Background: an optimization exercise with open tools, aiming at small area, a short achievable clock period and few clock cycles. Do not read the settings as production practice.
Function not checked in this run: the RTL went through the layout flow alone.
Power is estimated from default activity; no workload was simulated.

File: flow/run.sh
#!/bin/bash
# synth_recipe.tcl (not shown) runs the flow's synth.tcl, then flattens the netlist and writes it again
# the make line also repeats each setting of config.mk as NAME=value (left out here)
make -C /OpenROAD-flow-scripts/flow DESIGN_CONFIG=/design/flow/config.mk WORK_HOME=/design/flow/orfs CLKGATE_MAP_FILE= SYNTH_SCRIPT=/design/flow/synth_recipe.tcl finish
File: flow/config.mk
export PLATFORM = sky130hd
export DESIGN_NAME = conv_engine
export DESIGN_NICKNAME = conv_engine
export VERILOG_FILES = /design/flow/design.v
export SDC_FILE = /design/flow/constraint.sdc
export NUM_CORES = 4
export LEC_CHECK = 0
export CAP_MARGIN = 20
export CORE_MARGIN = 2
export CORE_UTILIZATION = 40
export SETUP_SLACK_MARGIN = 5
export SLEW_MARGIN = 20
File: flow/constraint.sdc
create_clock -name core_clock -period 10.0 [get_ports {clk}]
set_input_delay 2.0000 -clock core_clock [delete_from_list [all_inputs] [get_ports {clk}]]
set_output_delay 2.0000 -clock core_clock [all_outputs]
set_load 0.01 [all_outputs]
File: flow/design.v
module conv_engine(
    input         clk,
    input         reset,
    input         en_ctrl,
    output [15:0] s_addr,
    output [15:0] w_addr,
    output [15:0] b_addr,
    input  [7:0]  signal,
    input  [7:0]  weight,
    input  [7:0]  bias,
    output [15:0] save_addr,
    output [7:0]  convout,
    output        en_write,
    output        finish
);
    reg        go;           
    reg        done;         
    reg        stall;        
    reg [11:0] sa, wa;       
    reg [3:0]  k;            
    reg [2:0]  r;            
    reg        inb;          
    reg [4:0]  o, x, y;      
    wire x0 = (x == 5'd0), x1 = (x == 5'd1), x30 = (x == 5'd30), x31 = (x == 5'd31);
    wire y0 = (y == 5'd0), y1 = (y == 5'd1), y30 = (y == 5'd30), y31 = (y == 5'd31);
    wire [2:0] xc = x0 ? 3'd1 : x1 ? 3'd2 : x30 ? 3'd3 : x31 ? 3'd4 : 3'd0;
    wire [2:0] yc = y0 ? 3'd1 : y1 ? 3'd2 : y30 ? 3'd3 : y31 ? 3'd4 : 3'd0;
    wire [3:0] klast = (x0 | x31) ? 4'd8 : (x1 | x30) ? 4'd11 : 4'd14;
    wire [2:0] rlast = (y0 | y31) ? 3'd2 : (y1 | y30) ? 3'd3 : 3'd4;
    wire kend = (k == klast);
    wire rend = (r == rlast);
    wire last_out = (o == 5'd31);
    wire last_pos = x31 & y31;
    wire adv = go & ~done & ~stall;
    wire [2:0] ev = inb ? (last_out ? 3'd4 : 3'd3) : ~kend ? 3'd0 : ~rend ? 3'd1 : 3'd2;
    wire [8:0] dix = {ev, xc, yc};
    wire [11:0] ds, dw;
    assign ds = ((dix == 9'd292)) ? 12'd3905 : ((dix == 9'd192)) ? 12'd3698 : ((dix == 9'd289) | (dix == 9'd291)) ? 12'd3809 : ((dix == 9'd288) | (dix == 9'd290)) ? 12'd3713 : ((dix == 9'd194) | (dix == 9'd195)) ? 12'd3794 : ((dix == 9'd193) | (dix == 9'd196)) ? 12'd3890 : ((dix == 9'd208) | (dix == 9'd216) | (dix == 9'd256) | (dix == 9'd272)) ? 12'd3701 : ((dix == 9'd200) | (dix == 9'd224) | (dix == 9'd264) | (dix == 9'd280)) ? 12'd3704 : ((dix == 9'd64) | (dix == 9'd65) | (dix == 9'd66) | (dix == 9'd67) | (dix == 9'd68)) ? 12'd82 : ((dix == 9'd210) | (dix == 9'd211) | (dix == 9'd218) | (dix == 9'd219) | (dix == 9'd258) | (dix == 9'd259) | (dix == 9'd274) | (dix == 9'd275)) ? 12'd3797 : ((dix == 9'd209) | (dix == 9'd212) | (dix == 9'd217) | (dix == 9'd220) | (dix == 9'd257) | (dix == 9'd260) | (dix == 9'd273) | (dix == 9'd276)) ? 12'd3893 : ((dix == 9'd202) | (dix == 9'd203) | (dix == 9'd226) | (dix == 9'd227) | (dix == 9'd266) | (dix == 9'd267) | (dix == 9'd282) | (dix == 9'd283)) ? 12'd3800 : ((dix == 9'd201) | (dix == 9'd204) | (dix == 9'd225) | (dix == 9'd228) | (dix == 9'd265) | (dix == 9'd268) | (dix == 9'd281) | (dix == 9'd284)) ? 12'd3896 : ((dix == 9'd80) | (dix == 9'd81) | (dix == 9'd82) | (dix == 9'd83) | (dix == 9'd84) | (dix == 9'd88) | (dix == 9'd89) | (dix == 9'd90) | (dix == 9'd91) | (dix == 9'd92)) ? 12'd85 : ((dix == 9'd72) | (dix == 9'd73) | (dix == 9'd74) | (dix == 9'd75) | (dix == 9'd76) | (dix == 9'd96) | (dix == 9'd97) | (dix == 9'd98) | (dix == 9'd99) | (dix == 9'd100)) ? 12'd88 : ((dix == 9'd128) | (dix == 9'd129) | (dix == 9'd130) | (dix == 9'd131) | (dix == 9'd132) | (dix == 9'd136) | (dix == 9'd137) | (dix == 9'd138) | (dix == 9'd139) | (dix == 9'd140) | (dix == 9'd144) | (dix == 9'd145) | (dix == 9'd146) | (dix == 9'd147) | (dix == 9'd148) | (dix == 9'd152) | (dix == 9'd153) | (dix == 9'd154) | (dix == 9'd155) | (dix == 9'd156) | (dix == 9'd160) | (dix == 9'd161) | (dix == 9'd162) | (dix == 9'd163) | (dix == 9'd164)) ? 12'd0 : 12'd1;
    assign dw = ((dix == 9'd292)) ? 12'd1739 : ((dix == 9'd289) | (dix == 9'd291)) ? 12'd1724 : ((dix == 9'd288) | (dix == 9'd290)) ? 12'd1709 : ((dix == 9'd264) | (dix == 9'd280)) ? 12'd1700 : ((dix == 9'd256) | (dix == 9'd272)) ? 12'd1697 : ((dix == 9'd194) | (dix == 9'd195)) ? 12'd16 : ((dix == 9'd193) | (dix == 9'd196)) ? 12'd31 : ((dix == 9'd266) | (dix == 9'd267) | (dix == 9'd282) | (dix == 9'd283)) ? 12'd1715 : ((dix == 9'd265) | (dix == 9'd268) | (dix == 9'd281) | (dix == 9'd284)) ? 12'd1730 : ((dix == 9'd258) | (dix == 9'd259) | (dix == 9'd274) | (dix == 9'd275)) ? 12'd1712 : ((dix == 9'd257) | (dix == 9'd260) | (dix == 9'd273) | (dix == 9'd276)) ? 12'd1727 : ((dix == 9'd210) | (dix == 9'd211) | (dix == 9'd218) | (dix == 9'd219)) ? 12'd19 : ((dix == 9'd209) | (dix == 9'd212) | (dix == 9'd217) | (dix == 9'd220)) ? 12'd34 : ((dix == 9'd202) | (dix == 9'd203) | (dix == 9'd226) | (dix == 9'd227)) ? 12'd22 : ((dix == 9'd201) | (dix == 9'd204) | (dix == 9'd225) | (dix == 9'd228)) ? 12'd37 : ((dix == 9'd80) | (dix == 9'd81) | (dix == 9'd82) | (dix == 9'd83) | (dix == 9'd84) | (dix == 9'd88) | (dix == 9'd89) | (dix == 9'd90) | (dix == 9'd91) | (dix == 9'd92) | (dix == 9'd208) | (dix == 9'd216)) ? 12'd4 : ((dix == 9'd72) | (dix == 9'd73) | (dix == 9'd74) | (dix == 9'd75) | (dix == 9'd76) | (dix == 9'd96) | (dix == 9'd97) | (dix == 9'd98) | (dix == 9'd99) | (dix == 9'd100) | (dix == 9'd200) | (dix == 9'd224)) ? 12'd7 : ((dix == 9'd128) | (dix == 9'd129) | (dix == 9'd130) | (dix == 9'd131) | (dix == 9'd132) | (dix == 9'd136) | (dix == 9'd137) | (dix == 9'd138) | (dix == 9'd139) | (dix == 9'd140) | (dix == 9'd144) | (dix == 9'd145) | (dix == 9'd146) | (dix == 9'd147) | (dix == 9'd148) | (dix == 9'd152) | (dix == 9'd153) | (dix == 9'd154) | (dix == 9'd155) | (dix == 9'd156) | (dix == 9'd160) | (dix == 9'd161) | (dix == 9'd162) | (dix == 9'd163) | (dix == 9'd164)) ? 12'd0 : 12'd1;
    reg first1, b1, first2, b2, b3, wr_en, fin;
    always @(posedge clk) begin
        if (reset) begin
            go <= 1'b0;
            done <= 1'b0;
            stall <= 1'b0;
            sa <= 12'd0;
            wa <= 12'd36;
            k <= 4'd0;
            r <= 3'd0;
            inb <= 1'b0;
        end else begin
            go <= en_ctrl;
            if (adv) begin
                sa <= sa + ds;
                wa <= wa + dw;
                if (inb) begin
                    inb <= 1'b0;
                    k <= 4'd0;
                    r <= 3'd0;
                    if (last_out) begin
                        stall <= 1'b1;
                        if (last_pos) done <= 1'b1;
                    end
                end else if (~kend) begin
                    k <= k + 4'd1;
                end else if (~rend) begin
                    k <= 4'd0;
                    r <= r + 3'd1;
                end else begin
                    inb <= 1'b1;
                end
            end
            if (wr_en & last_out) stall <= 1'b0;
        end
    end
    always @(posedge clk) begin
        if (reset) begin
            o <= 5'd0;
            x <= 5'd0;
            y <= 5'd0;
        end else if (wr_en) begin
            o <= o + 5'd1;
            if (last_out) begin
                x <= x + 5'd1;
                if (x31) y <= y + 5'd1;
            end
        end
    end
    always @(posedge clk) begin
        if (reset) begin
            first1 <= 1'b0;
            b1 <= 1'b0;
            first2 <= 1'b0;
            b2 <= 1'b0;
            b3 <= 1'b0;
            wr_en <= 1'b0;
            fin <= 1'b0;
        end else begin
            first1 <= adv & ~inb & (k == 4'd0) & (r == 3'd0);
            b1 <= adv & inb;
            first2 <= first1;
            b2 <= b1;
            b3 <= b2;
            wr_en <= b3;
            if (b3 & last_out & last_pos) fin <= 1'b1;
        end
    end
    reg  [7:0]  sr, wr;
    always @(posedge clk) begin
        sr <= b1 ? bias : signal;
        wr <= b1 ? 8'd64 : weight;
    end
    wire one0 = wr[0] ^ 1'b0;
    wire two0 = (wr[1] & ~wr[0] & ~1'b0) | (~wr[1] & wr[0] & 1'b0);
    wire neg0 = wr[1];
    wire one1 = wr[2] ^ wr[1];
    wire two1 = (wr[3] & ~wr[2] & ~wr[1]) | (~wr[3] & wr[2] & wr[1]);
    wire neg1 = wr[3];
    wire one2 = wr[4] ^ wr[3];
    wire two2 = (wr[5] & ~wr[4] & ~wr[3]) | (~wr[5] & wr[4] & wr[3]);
    wire neg2 = wr[5];
    wire one3 = wr[6] ^ wr[5];
    wire two3 = (wr[7] & ~wr[6] & ~wr[5]) | (~wr[7] & wr[6] & wr[5]);
    wire neg3 = wr[7];
    wire [9:0] sx = {{2{sr[7]}}, sr};
    wire [10:0] sx2 = {sx, 1'b0};
    wire [9:0] e0;
    assign e0[0] = ((one0 & sx[0]) | (two0 & sx2[0])) ^ neg0;
    assign e0[1] = ((one0 & sx[1]) | (two0 & sx2[1])) ^ neg0;
    assign e0[2] = ((one0 & sx[2]) | (two0 & sx2[2])) ^ neg0;
    assign e0[3] = ((one0 & sx[3]) | (two0 & sx2[3])) ^ neg0;
    assign e0[4] = ((one0 & sx[4]) | (two0 & sx2[4])) ^ neg0;
    assign e0[5] = ((one0 & sx[5]) | (two0 & sx2[5])) ^ neg0;
    assign e0[6] = ((one0 & sx[6]) | (two0 & sx2[6])) ^ neg0;
    assign e0[7] = ((one0 & sx[7]) | (two0 & sx2[7])) ^ neg0;
    assign e0[8] = ((one0 & sx[8]) | (two0 & sx2[8])) ^ neg0;
    assign e0[9] = ((one0 & sx[9]) | (two0 & sx2[9])) ^ neg0;
    wire [9:0] e1;
    assign e1[0] = ((one1 & sx[0]) | (two1 & sx2[0])) ^ neg1;
    assign e1[1] = ((one1 & sx[1]) | (two1 & sx2[1])) ^ neg1;
    assign e1[2] = ((one1 & sx[2]) | (two1 & sx2[2])) ^ neg1;
    assign e1[3] = ((one1 & sx[3]) | (two1 & sx2[3])) ^ neg1;
    assign e1[4] = ((one1 & sx[4]) | (two1 & sx2[4])) ^ neg1;
    assign e1[5] = ((one1 & sx[5]) | (two1 & sx2[5])) ^ neg1;
    assign e1[6] = ((one1 & sx[6]) | (two1 & sx2[6])) ^ neg1;
    assign e1[7] = ((one1 & sx[7]) | (two1 & sx2[7])) ^ neg1;
    assign e1[8] = ((one1 & sx[8]) | (two1 & sx2[8])) ^ neg1;
    assign e1[9] = ((one1 & sx[9]) | (two1 & sx2[9])) ^ neg1;
    wire [9:0] e2;
    assign e2[0] = ((one2 & sx[0]) | (two2 & sx2[0])) ^ neg2;
    assign e2[1] = ((one2 & sx[1]) | (two2 & sx2[1])) ^ neg2;
    assign e2[2] = ((one2 & sx[2]) | (two2 & sx2[2])) ^ neg2;
    assign e2[3] = ((one2 & sx[3]) | (two2 & sx2[3])) ^ neg2;
    assign e2[4] = ((one2 & sx[4]) | (two2 & sx2[4])) ^ neg2;
    assign e2[5] = ((one2 & sx[5]) | (two2 & sx2[5])) ^ neg2;
    assign e2[6] = ((one2 & sx[6]) | (two2 & sx2[6])) ^ neg2;
    assign e2[7] = ((one2 & sx[7]) | (two2 & sx2[7])) ^ neg2;
    assign e2[8] = ((one2 & sx[8]) | (two2 & sx2[8])) ^ neg2;
    assign e2[9] = ((one2 & sx[9]) | (two2 & sx2[9])) ^ neg2;
    wire [9:0] e3;
    assign e3[0] = ((one3 & sx[0]) | (two3 & sx2[0])) ^ neg3;
    assign e3[1] = ((one3 & sx[1]) | (two3 & sx2[1])) ^ neg3;
    assign e3[2] = ((one3 & sx[2]) | (two3 & sx2[2])) ^ neg3;
    assign e3[3] = ((one3 & sx[3]) | (two3 & sx2[3])) ^ neg3;
    assign e3[4] = ((one3 & sx[4]) | (two3 & sx2[4])) ^ neg3;
    assign e3[5] = ((one3 & sx[5]) | (two3 & sx2[5])) ^ neg3;
    assign e3[6] = ((one3 & sx[6]) | (two3 & sx2[6])) ^ neg3;
    assign e3[7] = ((one3 & sx[7]) | (two3 & sx2[7])) ^ neg3;
    assign e3[8] = ((one3 & sx[8]) | (two3 & sx2[8])) ^ neg3;
    assign e3[9] = ((one3 & sx[9]) | (two3 & sx2[9])) ^ neg3;
    reg  [17:0] S, C;
    wire [17:0] Sg = first2 ? 18'd0 : S;
    wire [17:0] Cg = first2 ? 18'd0 : C;
    wire fs0 = neg0 ^ Sg[0] ^ e0[0];
    wire fc0 = (neg0 & Sg[0]) | (neg0 & e0[0]) | (Sg[0] & e0[0]);
    wire fs1 = Sg[1] ^ Cg[1] ^ e0[1];
    wire fc1 = (Sg[1] & Cg[1]) | (Sg[1] & e0[1]) | (Cg[1] & e0[1]);
    wire fs2 = neg1 ^ Sg[2] ^ Cg[2];
    wire fc2 = (neg1 & Sg[2]) | (neg1 & Cg[2]) | (Sg[2] & Cg[2]);
    wire fs3 = e0[2] ^ e1[0] ^ fs2;
    wire fc3 = (e0[2] & e1[0]) | (e0[2] & fs2) | (e1[0] & fs2);
    wire fs4 = Sg[3] ^ Cg[3] ^ e0[3];
    wire fc4 = (Sg[3] & Cg[3]) | (Sg[3] & e0[3]) | (Cg[3] & e0[3]);
    wire fs5 = e1[1] ^ fc2 ^ fc3;
    wire fc5 = (e1[1] & fc2) | (e1[1] & fc3) | (fc2 & fc3);
    wire fs6 = neg2 ^ Sg[4] ^ Cg[4];
    wire fc6 = (neg2 & Sg[4]) | (neg2 & Cg[4]) | (Sg[4] & Cg[4]);
    wire fs7 = e0[4] ^ e1[2] ^ e2[0];
    wire fc7 = (e0[4] & e1[2]) | (e0[4] & e2[0]) | (e1[2] & e2[0]);
    wire fs8 = fs6 ^ fc4 ^ fs7;
    wire fc8 = (fs6 & fc4) | (fs6 & fs7) | (fc4 & fs7);
    wire fs9 = Sg[5] ^ Cg[5] ^ e0[5];
    wire fc9 = (Sg[5] & Cg[5]) | (Sg[5] & e0[5]) | (Cg[5] & e0[5]);
    wire fs10 = e1[3] ^ e2[1] ^ fc6;
    wire fc10 = (e1[3] & e2[1]) | (e1[3] & fc6) | (e2[1] & fc6);
    wire fs11 = fc7 ^ fs9 ^ fs10;
    wire fc11 = (fc7 & fs9) | (fc7 & fs10) | (fs9 & fs10);
    wire fs12 = neg3 ^ Sg[6] ^ Cg[6];
    wire fc12 = (neg3 & Sg[6]) | (neg3 & Cg[6]) | (Sg[6] & Cg[6]);
    wire fs13 = e0[6] ^ e1[4] ^ e2[2];
    wire fc13 = (e0[6] & e1[4]) | (e0[6] & e2[2]) | (e1[4] & e2[2]);
    wire fs14 = e3[0] ^ fs12 ^ fc9;
    wire fc14 = (e3[0] & fs12) | (e3[0] & fc9) | (fs12 & fc9);
    wire fs15 = fc10 ^ fs13 ^ fc11;
    wire fc15 = (fc10 & fs13) | (fc10 & fc11) | (fs13 & fc11);
    wire fs16 = Sg[7] ^ Cg[7] ^ e0[7];
    wire fc16 = (Sg[7] & Cg[7]) | (Sg[7] & e0[7]) | (Cg[7] & e0[7]);
    wire fs17 = e1[5] ^ e2[3] ^ e3[1];
    wire fc17 = (e1[5] & e2[3]) | (e1[5] & e3[1]) | (e2[3] & e3[1]);
    wire fs18 = fc12 ^ fc13 ^ fs16;
    wire fc18 = (fc12 & fc13) | (fc12 & fs16) | (fc13 & fs16);
    wire fs19 = fs17 ^ fc14 ^ fs18;
    wire fc19 = (fs17 & fc14) | (fs17 & fs18) | (fc14 & fs18);
    wire fs20 = Sg[8] ^ Cg[8] ^ e0[8];
    wire fc20 = (Sg[8] & Cg[8]) | (Sg[8] & e0[8]) | (Cg[8] & e0[8]);
    wire fs21 = e1[6] ^ e2[4] ^ e3[2];
    wire fc21 = (e1[6] & e2[4]) | (e1[6] & e3[2]) | (e2[4] & e3[2]);
    wire fs22 = fc16 ^ fc17 ^ fs20;
    wire fc22 = (fc16 & fc17) | (fc16 & fs20) | (fc17 & fs20);
    wire fs23 = fs21 ^ fc18 ^ fs22;
    wire fc23 = (fs21 & fc18) | (fs21 & fs22) | (fc18 & fs22);
    wire fs24 = ~(Sg[9] ^ Cg[9]);
    wire fc24 = Sg[9] | Cg[9];
    wire fs25 = ~e0[9] ^ e1[7] ^ e2[5];
    wire fc25 = (~e0[9] & e1[7]) | (~e0[9] & e2[5]) | (e1[7] & e2[5]);
    wire fs26 = e3[3] ^ fs24 ^ fc20;
    wire fc26 = (e3[3] & fs24) | (e3[3] & fc20) | (fs24 & fc20);
    wire fs27 = fc21 ^ fs25 ^ fc22;
    wire fc27 = (fc21 & fs25) | (fc21 & fc22) | (fs25 & fc22);
    wire fs28 = fs26 ^ fc23 ^ fs27;
    wire fc28 = (fs26 & fc23) | (fs26 & fs27) | (fc23 & fs27);
    wire fs29 = ~(Sg[10] ^ Cg[10]);
    wire fc29 = Sg[10] | Cg[10];
    wire fs30 = e1[8] ^ e2[6] ^ e3[4];
    wire fc30 = (e1[8] & e2[6]) | (e1[8] & e3[4]) | (e2[6] & e3[4]);
    wire fs31 = fc24 ^ fs29 ^ fc25;
    wire fc31 = (fc24 & fs29) | (fc24 & fc25) | (fs29 & fc25);
    wire fs32 = fs30 ^ fc26 ^ fs31;
    wire fc32 = (fs30 & fc26) | (fs30 & fs31) | (fc26 & fs31);
    wire fs33 = fc27 ^ fs32 ^ fc28;
    wire fc33 = (fc27 & fs32) | (fc27 & fc28) | (fs32 & fc28);
    wire fs34 = Sg[11] ^ Cg[11] ^ ~e1[9];
    wire fc34 = (Sg[11] & Cg[11]) | (Sg[11] & ~e1[9]) | (Cg[11] & ~e1[9]);
    wire fs35 = e2[7] ^ e3[5] ^ fc29;
    wire fc35 = (e2[7] & e3[5]) | (e2[7] & fc29) | (e3[5] & fc29);
    wire fs36 = fc30 ^ fs34 ^ fs35;
    wire fc36 = (fc30 & fs34) | (fc30 & fs35) | (fs34 & fs35);
    wire fs37 = fc31 ^ fs36 ^ fc32;
    wire fc37 = (fc31 & fs36) | (fc31 & fc32) | (fs36 & fc32);
    wire fs38 = ~(Sg[12] ^ Cg[12]);
    wire fc38 = Sg[12] | Cg[12];
    wire fs39 = e2[8] ^ e3[6] ^ fs38;
    wire fc39 = (e2[8] & e3[6]) | (e2[8] & fs38) | (e3[6] & fs38);
    wire fs40 = fc34 ^ fc35 ^ fs39;
    wire fc40 = (fc34 & fc35) | (fc34 & fs39) | (fc35 & fs39);
    wire fs41 = fc36 ^ fs40 ^ fc37;
    wire fc41 = (fc36 & fs40) | (fc36 & fc37) | (fs40 & fc37);
    wire fs42 = Sg[13] ^ Cg[13] ^ ~e2[9];
    wire fc42 = (Sg[13] & Cg[13]) | (Sg[13] & ~e2[9]) | (Cg[13] & ~e2[9]);
    wire fs43 = e3[7] ^ fc38 ^ fc39;
    wire fc43 = (e3[7] & fc38) | (e3[7] & fc39) | (fc38 & fc39);
    wire fs44 = fs42 ^ fc40 ^ fs43;
    wire fc44 = (fs42 & fc40) | (fs42 & fs43) | (fc40 & fs43);
    wire fs45 = ~(Sg[14] ^ Cg[14]);
    wire fc45 = Sg[14] | Cg[14];
    wire fs46 = e3[8] ^ fs45 ^ fc42;
    wire fc46 = (e3[8] & fs45) | (e3[8] & fc42) | (fs45 & fc42);
    wire fs47 = fc43 ^ fs46 ^ fc44;
    wire fc47 = (fc43 & fs46) | (fc43 & fc44) | (fs46 & fc44);
    wire fs48 = Sg[15] ^ Cg[15] ^ ~e3[9];
    wire fc48 = (Sg[15] & Cg[15]) | (Sg[15] & ~e3[9]) | (Cg[15] & ~e3[9]);
    wire fs49 = fc45 ^ fs48 ^ fc46;
    wire fc49 = (fc45 & fs48) | (fc45 & fc46) | (fs48 & fc46);
    wire fs50 = ~(Sg[16] ^ Cg[16]);
    wire fc50 = Sg[16] | Cg[16];
    wire fs51 = fs50 ^ fc48 ^ fc49;
    wire fc51 = (fs50 & fc48) | (fs50 & fc49) | (fc48 & fc49);
    wire fs52 = ~(Sg[17] ^ Cg[17]);
    wire fc52 = Sg[17] | Cg[17];
    wire fs53 = fc50 ^ fs52 ^ fc51;
    wire fc53 = (fc50 & fs52) | (fc50 & fc51) | (fs52 & fc51);
    wire sn0 = fs0;
    wire cn0 = 1'b0;
    wire sn1 = fc0;
    wire cn1 = fs1;
    wire sn2 = fc1;
    wire cn2 = fs3;
    wire sn3 = fs4;
    wire cn3 = fs5;
    wire sn4 = fc5;
    wire cn4 = fs8;
    wire sn5 = fc8;
    wire cn5 = fs11;
    wire sn6 = fs14;
    wire cn6 = fs15;
    wire sn7 = fc15;
    wire cn7 = fs19;
    wire sn8 = fc19;
    wire cn8 = fs23;
    wire sn9 = fs28;
    wire cn9 = 1'b0;
    wire sn10 = fs33;
    wire cn10 = 1'b0;
    wire sn11 = fc33;
    wire cn11 = fs37;
    wire sn12 = fs41;
    wire cn12 = 1'b0;
    wire sn13 = fc41;
    wire cn13 = fs44;
    wire sn14 = fs47;
    wire cn14 = 1'b0;
    wire sn15 = fc47;
    wire cn15 = fs49;
    wire sn16 = fs51;
    wire cn16 = 1'b0;
    wire sn17 = fs53;
    wire cn17 = 1'b0;
    always @(posedge clk) begin
        S <= {sn17, sn16, sn15, sn14, sn13, sn12, sn11, sn10, sn9, sn8, sn7, sn6, sn5, sn4, sn3, sn2, sn1, sn0};
        C <= {cn17, cn16, cn15, cn14, cn13, cn12, cn11, cn10, cn9, cn8, cn7, cn6, cn5, cn4, cn3, cn2, cn1, cn0};
    end
    wire [17:0] acc = S + C;
    wire [8:0]  t = acc[17:9];
    reg  [7:0]  cout_r;
    always @(posedge clk)
        cout_r <= (t[8] != t[7]) ? {t[8], {7{~t[8]}}} : t[7:0];
    assign s_addr = {4'd0, sa};
    assign w_addr = {4'd0, wa};
    assign b_addr = {11'd0, o};
    assign save_addr = {1'b0, y, x, o};
    assign convout = cout_r;
    assign en_write = wr_en;
    assign finish = fin;
endmodule
==> notes.md <==
## synthesized netlist by cell type (22+ instances only)
library cell	instances	area share (%)
buf_4	25	2.2
a21oi_1	71	4.2
fa_1	48	11
ha_1	47	7.0
nand2_1	93	4.1
nand3_1	22	1.3
nor2_1	77	3.4
clkbuf_1	54	2.4
dfxtp_1	110	26
nor2b_1	47	3.5
o21ai_0	50	3.0
inv_1	69	3.1
## cell type report
class                           instances  area [µm²]  area share, %
Clock buffer                           12       256.5          2.681
Clock inverter                          4       77.57         0.8109
Inverter                               70       262.8          2.747
Multi-Input combinational cell        773        5590          58.44
Sequential cell                       110        2202          23.02
Tap cell                              275       344.1          3.597
Timing Repair Buffer                   85       833.3          8.710
## cells by family (layout without fill, tap and decap cells)
logic type	count (synthesis)	count (layout)	share of synthesized area [%]
other	1	20	0.04454
and+or+nand+nor	344	344	20.55
muxes	18	18	2.304
AOI/OAI and AO/OA	245	245	18.73
adders and majority gates	110	110	20.18
buffers and inverters	158	171	8.292
DFF	110	110	26.16
xor gates and xnor gates	36	36	3.745
## cell usage in the layout, fill, tap and decap left out, drive strengths merged, types with 9 or more instances in the layout
cell | synthesis | routed
xnor2 | 19 | 19
a21oi | 72 | 72
o22ai | 15 | 15
fa | 48 | 48
conb | 1 | 20
nor2b | 47 | 47
xor2 | 17 | 17
clkdlybuf4s50 | 0 | 79
a21o | 9 | 9
inv | 69 | 70
nand2 | 94 | 94
a211oi | 15 | 15
nand4 | 16 | 16
maj3 | 15 | 15
o21ai | 56 | 56
nor3 | 17 | 17
a31oi | 13 | 13
nand2b | 21 | 21
nor2 | 78 | 78
o21a | 16 | 16
and3 | 10 | 10
clkbuf | 54 | 12
nand3 | 22 | 22
mux2 | 11 | 11
dfxtp | 110 | 110
ha | 47 | 47
## power breakdown
group	internal, mW	total (mW)	switching [mW]	leakage (nW)
clock network	0.235	0.409	0.173	0.163
registers	0.547	0.615	0.0683	0.908
logic	0.383	0.817	0.434	2.79
total	1.17	1.84	0.675	3.86
## metrics by stage
stage / worst slack [ns] / hold WS [ns]
after floorplan: 5.901 / 0.4138
after detailed placement: 5.653 / 0.4239
after global placement: 5.737 / 0.4224
final: 5.628 / 0.4390
after CTS: 5.633 / 0.4440
after global routing: 5.262 / 0.4702
## routing by layer
metal  up-vias  GRT usage, %  part of all wire, %
li1       3541             -                    -
met1      3261         24.12                   47
met2       133         30.48                   48
met3        18         2.875                  3.7
met4         0         5.048                  1.5
met5         -             0                    0
## path summary, 6_finish.rpt
kind | startpoint | end | slack [ns] | depth (start not counted)
min reg2reg | first1$_SDFF_PP0_ | first2$_SDFF_PP0_ | 0.44 | 1
max reg2reg | y[0]$_SDFFE_PP0P_ | wa[10]$_SDFFE_PP0P_ | 5.63 | 18
min | first1$_SDFF_PP0_ | first2$_SDFF_PP0_ | 0.44 | 1
max | y[0]$_SDFFE_PP0P_ | wa[10]$_SDFFE_PP0P_ | 5.63 | 18
## registers in the layout (all words and copies together), names as in the netlist, 4 cells and up
name	cells
wa	12
C	11
sr	8
S	18
o	5
wr	8
k	4
y	5
cout_r	8
x	5
sa	12
==> impl_metrics.yaml <==
status:
  status: "complete, no violations"
cts:
  clock_sinks: 110
  insertion_delay_ns: 0.36
  clk_pin_slew_ns: 0.08
  post_cts_resized: 0
  clockBufferDepth: 2
  cts_buffers: 9
  cts_tree: "built"
  cts_max_level: 3
  post_cts.repair.setup_buffers: 0
  clk_root_buffer_cell: "clkbuf_16"
  hold_buffers: 0
power_and_ir_drop:
  p_leak_nw: 3.863
  ir_drop_mv: 0.09783
  powerDensity_mw_per_mm2: 192.4
  totalPowerFinal_mw: 1.841
critical_path:
  crit_path_top_delay_cell: "a211oi_2"
  critPathLaunchType: "flip-flop"
  crit_type: "flip-flop to flip-flop"
  cp.required_ns: 10.31
  end_kind: "flip-flop"
  critPathMaxFanout: 10
  crit_buf_inv: 2
  critPathMaxStageDelay_ns: 0.70
  crit_arrival_ns: 4.68
  crit_chain: "inv_1 > ha_1 > nand4_1 > o31a_2 > nor2_1 > a211oi_2 > nor2_2 > o41ai_1 > ha_1 > inv_1 > fa_1 > nor2b_1 > o21a_1 > o21a_1 > o31a_1 > o2111ai_1 > a2111o_1 > nand3_1"
  critical_path.top_delay_family: "compound AO/OA/AOI/OAI gates"
drt:
  wl_per_cell_um: 14.53
  via_count: 6953
  antenna_left: 0
  drc_errors: 0
  vias_per_cell: 5.232
  drt_wl_total_mm: 19.31
  drt-initial-drc-count: 491
  first_pass_iters: 5
placement:
  portBuffers: 80
  dp_hpwl_mm: 14.34
  place_congestion: 0.9216
  placed_cells: 1313
  postPlaceCellArea_mm2: 0.009233
synthesis:
  syn_avg_cell_area_um2: 8.238
  synth-seq-area-share_pct: 26.16
  netlist_area_mm2: 0.008419
  synthArstFlopShare_pct: 0
  synthFlopType: "dfxtp_1"
  synth.distinct_cells: 73
  synth_edf_count: 0
  yosys_warnings: 1
  ys_seq_elements: 110
  synthCells: 1022
min_path:
  hold_class: "flip-flop to flip-flop"
timing:
  slew_violations: 0
  fin_skew_ns: 0.006959
  finalSetupTns_ns: 0
  rsz0062_at_grt: "no"
  max_slew_margin_pct: 39.21
  fin_crit_ns: 4.373
  min_period_over_period_pct: 43.72
  worst_slew_pin_slew_ns: 0.9106
  timing.fmax_mhz: 228.7
  setup_viol: 0
  final_hold_viol_count: 0
die:
  chipHeight_um: 149.1
  core_area_mm2: 0.02082
  die-area_mm2: 0.02222
  start_util_pct: 40.43
  ios: 101
  num_rows: 53
  fp.dieW_um: 149.1
global_route:
  grt_max_degree: 69
  grt_pass1_wl_mm: 32.86
  grt_pass1_vias: 6778
  track_usage_pct: 18.10
  antenna_found_initial: 0
  gr-total-overflow: 0
final_layout:
  num-nets-final: 1171
  fill_cells: 2080
  finalInstanceArea_mm2: 0.009567
  post-route-util_pct: 45.94
  antenna_cells: 0
  stdcell_count: 1329
  drive_above_1_share_pct: 4.744
  area_growth_pct: 13.63
job:
  cap_viol_max_count: 0

==> static timing again, ports no longer ideal <==
Ports are ideal in the flow. The routed layout listed here was re-timed in OpenROAD. Step 1 assumes that a clkbuf_16 drives the clock port and a buf_2 every other input. Step 2, shift: input delay + t, output delay - t, t = (earliest + latest rising clock arrival at the registers) / 2. This alone moves slack from input paths to output paths. Slacks: ideal / step 1 / step 2; pairs: ideal / step 1.
shift t [ns]: 0.401
slack for setup (ns): 5.628 / 5.628 / 5.628
latest minus earliest clock arrival (ns): 0.009 / 0.010
After both steps this run still meets setup and hold. The setup slack of this run moves by 0.000 ns with the drivers and by 0.000 ns with both steps.
